What follows belongs to an exercise in optimizing a design on an open flow for small area and a short achievable clock period; a production flow would make more cautious choices. In this exercise RTL edits were held to simulation tests only and were not proved equivalent to the original. No activity file was given, so power comes from the tool's default toggle rates.

==> run R: inputs <==
// mult
module mult(clock, reset, enable, mplier, mcand, ROB_num_in, dest_PRN_in, start,
            product, ROB_num_out, dest_PRN_out, done);
Settings: LEC_CHECK=0, CAP_MARGIN=0, CORE_MARGIN=2, CORE_UTILIZATION=50, CTS_CLUSTER_DIAMETER=100, CTS_CLUSTER_SIZE=20, PLACE_DENSITY=0.7, SETUP_SLACK_MARGIN=4.8, SLEW_MARGIN=40, SYNTH_HIERARCHICAL=1, SYNTH_MINIMUM_KEEP_SIZE=0; clock period 8.0 ns.
standard.sh (not shown) runs the stock make flow with config.mk's settings and CLKGATE_MAP_FILE= SYNTH_SCRIPT=/design/flow/synth_recipe.tcl, a recipe that flattens the netlist after the stock synthesis.
==> flow/flow/run.sh <==
#!/bin/bash
# Layout flow: the standard ORFS flow (standard.sh, unchanged synthesis and
# steps), except that buffer_ports uses sky130_fd_sc_hd__buf_2 for the port
# buffers instead of its default cell.  All tool output goes to
# standard_flow.log; ORFS's per-step logs are under orfs/logs/.
set -euo pipefail
bash standard.sh "BUFFER_PORTS_ARGS=-buffer_cell sky130_fd_sc_hd__buf_2" finish > standard_flow.log 2>&1
==> run P: changes against run R <==
Settings changed: SETUP_SLACK_MARGIN 4.8 to 4.9, SLEW_MARGIN 40 to 60.
==> impl_metrics.py <==
metrics = {
    "status": {
        "status": "timing/DRC/antenna clean",
    },
    "clock_network": {
        "cts_setup_buffers": 6,
    },
    "pwr": {
        "clk-power_uw": 2740,
        "p_total_uw": 35800,
        "pwr-share-clk": 0.077,
    },
    "sta": {
        "tightest_slew_ns": 0.700,
        "rsz0062_at_grt": "true",
        "fmax_mhz": 312,
        "fin_crit_sh": 0.401,
        "fin_crit_ns": 3.21,
    },
    "cells_and_area": {
        "final_cell_mix": "xnor2_1, a22oi_1, fa_1",
        "layout.nets": 6265,
        "syn_to_final_growth_pct": 9.33,
        "design_area_um2": 73200,
    },
    "drt": {
        "drt_iter0_drc": 8666,
        "met1_length_mm": 83.8,
    },
    "setup_path": {
        "cp.arrival_ns": 3.61,
        "slowest_delay_ns": 0.56,
    },
}
-- figures above: run P

==> impl_metrics.py <==
metrics = {
    "setup_path": {
        "cp.arrival_ns": 3.71,
        "slowest_delay_ns": 0.98,
    },
    "sta": {
        "rsz0062_at_grt": "false",
        "fin_crit_sh": 0.413,
        "fin_crit_ns": 3.30,
    },
    "cells_and_area": {
        "layout.nets": 6213,
        "design_area_um2": 72200,
    },
    "pwr": {
        "clk-power_uw": 2770,
        "p_total_uw": 34500,
    },
    "status": {
        "status": "timing/DRC/antenna clean",
    },
    "drt": {
        "drt_iter0_drc": 8547,
    },
    "clock_network": {
        "cts_setup_buffers": 11,
    },
}
-- figures above: run R


========
==> run a: inputs <==
mult, a different RTL version from the one above (not shown whole).
## mult
module mult(clock, reset, enable, mplier, mcand, ROB_num_in, dest_PRN_in, start,
            product, ROB_num_out, dest_PRN_out, done);
  input         clock, reset, start, enable;
  input  [63:0] mcand, mplier;
  input   [5:0] ROB_num_in;
  input   [6:0] dest_PRN_in;
  output [63:0] product;
  output  [5:0] ROB_num_out;
  output  [6:0] dest_PRN_out;
  output        done;
  reg [63:0] x1;
  reg [31:0] one1, two1, neg1;
  reg [5:0] rob1, rob2, rob3, rob4;
  reg [6:0] prn1, prn2, prn3, prn4;
  reg d1, d2, d3, d4;
  reg [63:0] p4;
  wire [63:0] sum;
  reg r2_0, r2_1, r2_2, r2_3, r2_4, r2_5, r2_6, r2_7, r2_8, r2_9, r2_10, r2_11, r2_12, r2_13, r2_14, r2_15;
  reg r2_16, r2_17, r2_18, r2_19, r2_20, r2_21, r2_22, r2_23, r2_24, r2_25, r2_26, r2_27, r2_28, r2_29, r2_30, r2_31;
  reg r2_32, r2_33, r2_34, r2_35, r2_36, r2_37, r2_38, r2_39, r2_40, r2_41, r2_42, r2_43, r2_44, r2_45, r2_46, r2_47;
  ...
==> flow/config.mk <==
export PLATFORM = sky130hd
export DESIGN_NAME = mult
export DESIGN_NICKNAME = mult
export VERILOG_FILES = /design/flow/design.v
export SDC_FILE = /design/flow/constraint.sdc
export NUM_CORES = 4
export LEC_CHECK = 0
export CAP_MARGIN = 20
export CORE_MARGIN = 2
export CORE_UTILIZATION = 40
export SETUP_SLACK_MARGIN = 4.5
export SLEW_MARGIN = 20
export SYNTH_HIERARCHICAL = 1
export SYNTH_MINIMUM_KEEP_SIZE = 0
==> flow/constraint.sdc <==
create_clock -name core_clock -period 8.0 [get_ports {clock}]
set_input_delay 1.6000 -clock core_clock [delete_from_list [all_inputs] [get_ports {clock}]]
set_output_delay 1.6000 -clock core_clock [all_outputs]
set_load 0.01 [all_outputs]
run.sh (not shown) runs the stock make flow with config.mk's settings and CLKGATE_MAP_FILE= SYNTH_SCRIPT=/design/flow/synth_recipe.tcl, a recipe that flattens the netlist after the stock synthesis.
Stock flow here: none of the scripts above is used.
==> run b (differences from run a) <==
- CAP_MARGIN: 20 -> 0
- CORE_UTILIZATION: 40 -> 50
- PLACE_DENSITY: not set -> 0.7
- SETUP_SLACK_MARGIN: 4.5 -> 4.7
- SLEW_MARGIN: 20 -> 0
==> run c (differences from run a) <==
- CAP_MARGIN: 20 -> 0
- CORE_UTILIZATION: 40 -> 50
- PLACE_DENSITY: not set -> 0.7
- SETUP_SLACK_MARGIN: 4.5 -> 4.8
- SLEW_MARGIN: 20 -> 0
==> summary.txt <==
item	run b	run a	run c
Status	complete, no violations	complete, no violations	complete, no violations
Launch point of the worst reg-to-reg path	x1[44]	one1[12]	x1[6]
Cell repeated most along the worst path	sky130_fd_sc_hd__fa_2	sky130_fd_sc_hd__fa_1	sky130_fd_sc_hd__fa_2
DRT iter0 DRCs	6668	5532	6638
Buffers excl. clock	434	433	473
Placed instance count	7069	7545	7069
Die Span Y	380 µm	424 µm	380 µm
Horizontal die dimension	380 µm	424 µm	380 µm
Leak pwr	0.0258 µW	0.0255 µW	0.0265 µW
Critical path startpoint	x1[44]	one1[12]	x1[6]
Cells resized by post-CTS repair	209	92	353
Footprint of the multi-input gates	0.0483 mm²	0.0481 mm²	0.0484 mm²
RSZ-0062 raised after global routing	false	true	true
Clk tree area frac	3.88%	3.87%	3.72%
Detail Placement HPWL	172 mm	180 mm	169 mm
Portion of total power attributed to sequential cells	22.3%	22.6%	22.3%
Longest individual stage delay on the worst path	600 ps	720 ps	620 ps
Number of clock buffers in the layout	110	115	104

static timing again, ports no longer ideal:
How much do the figures lean on ideal ports? The routed layouts below were timed once more, with nothing changed but the port constraints.
Step 1 assumes that a clkbuf_16 drives the clock port and a buf_2 every other input.
Step 2 adds t to the input delays and takes it off the output delays; t is the mean of the earliest and latest rising clock arrival at the registers after step 1. Input paths then give back, and output paths get back, about the clock's delay inside the block.
a / b / c = ideal / step 1 / step 2; a / b = the first two.
| run | shift t [ns] | slack for setup (ns) | clock arrival spread, ns | worst data-port slew with drivers (ns) |
|---|---|---|---|---|
| run R | 0.770 | 4.696 / 4.696 / 4.116 | 0.074 / 0.075 | 0.20 |
| run P | 0.795 | 4.792 / 4.792 / 4.398 | 0.057 / 0.057 | 0.20 |
| run a | 0.821 | 4.451 / 4.451 / 4.261 | 0.072 / 0.073 | 0.10 |
| run b | 0.802 | 4.672 / 4.671 / 4.445 | 0.047 / 0.047 | 0.07 |
| run c | 0.823 | 4.754 / 4.699 / 4.306 | 0.049 / 0.049 | 0.05 |
After both steps setup and hold are still met in every run listed. The setup slack of run R, which loses most, moves by 0.000 ns with the drivers and by -0.580 ns with both steps.
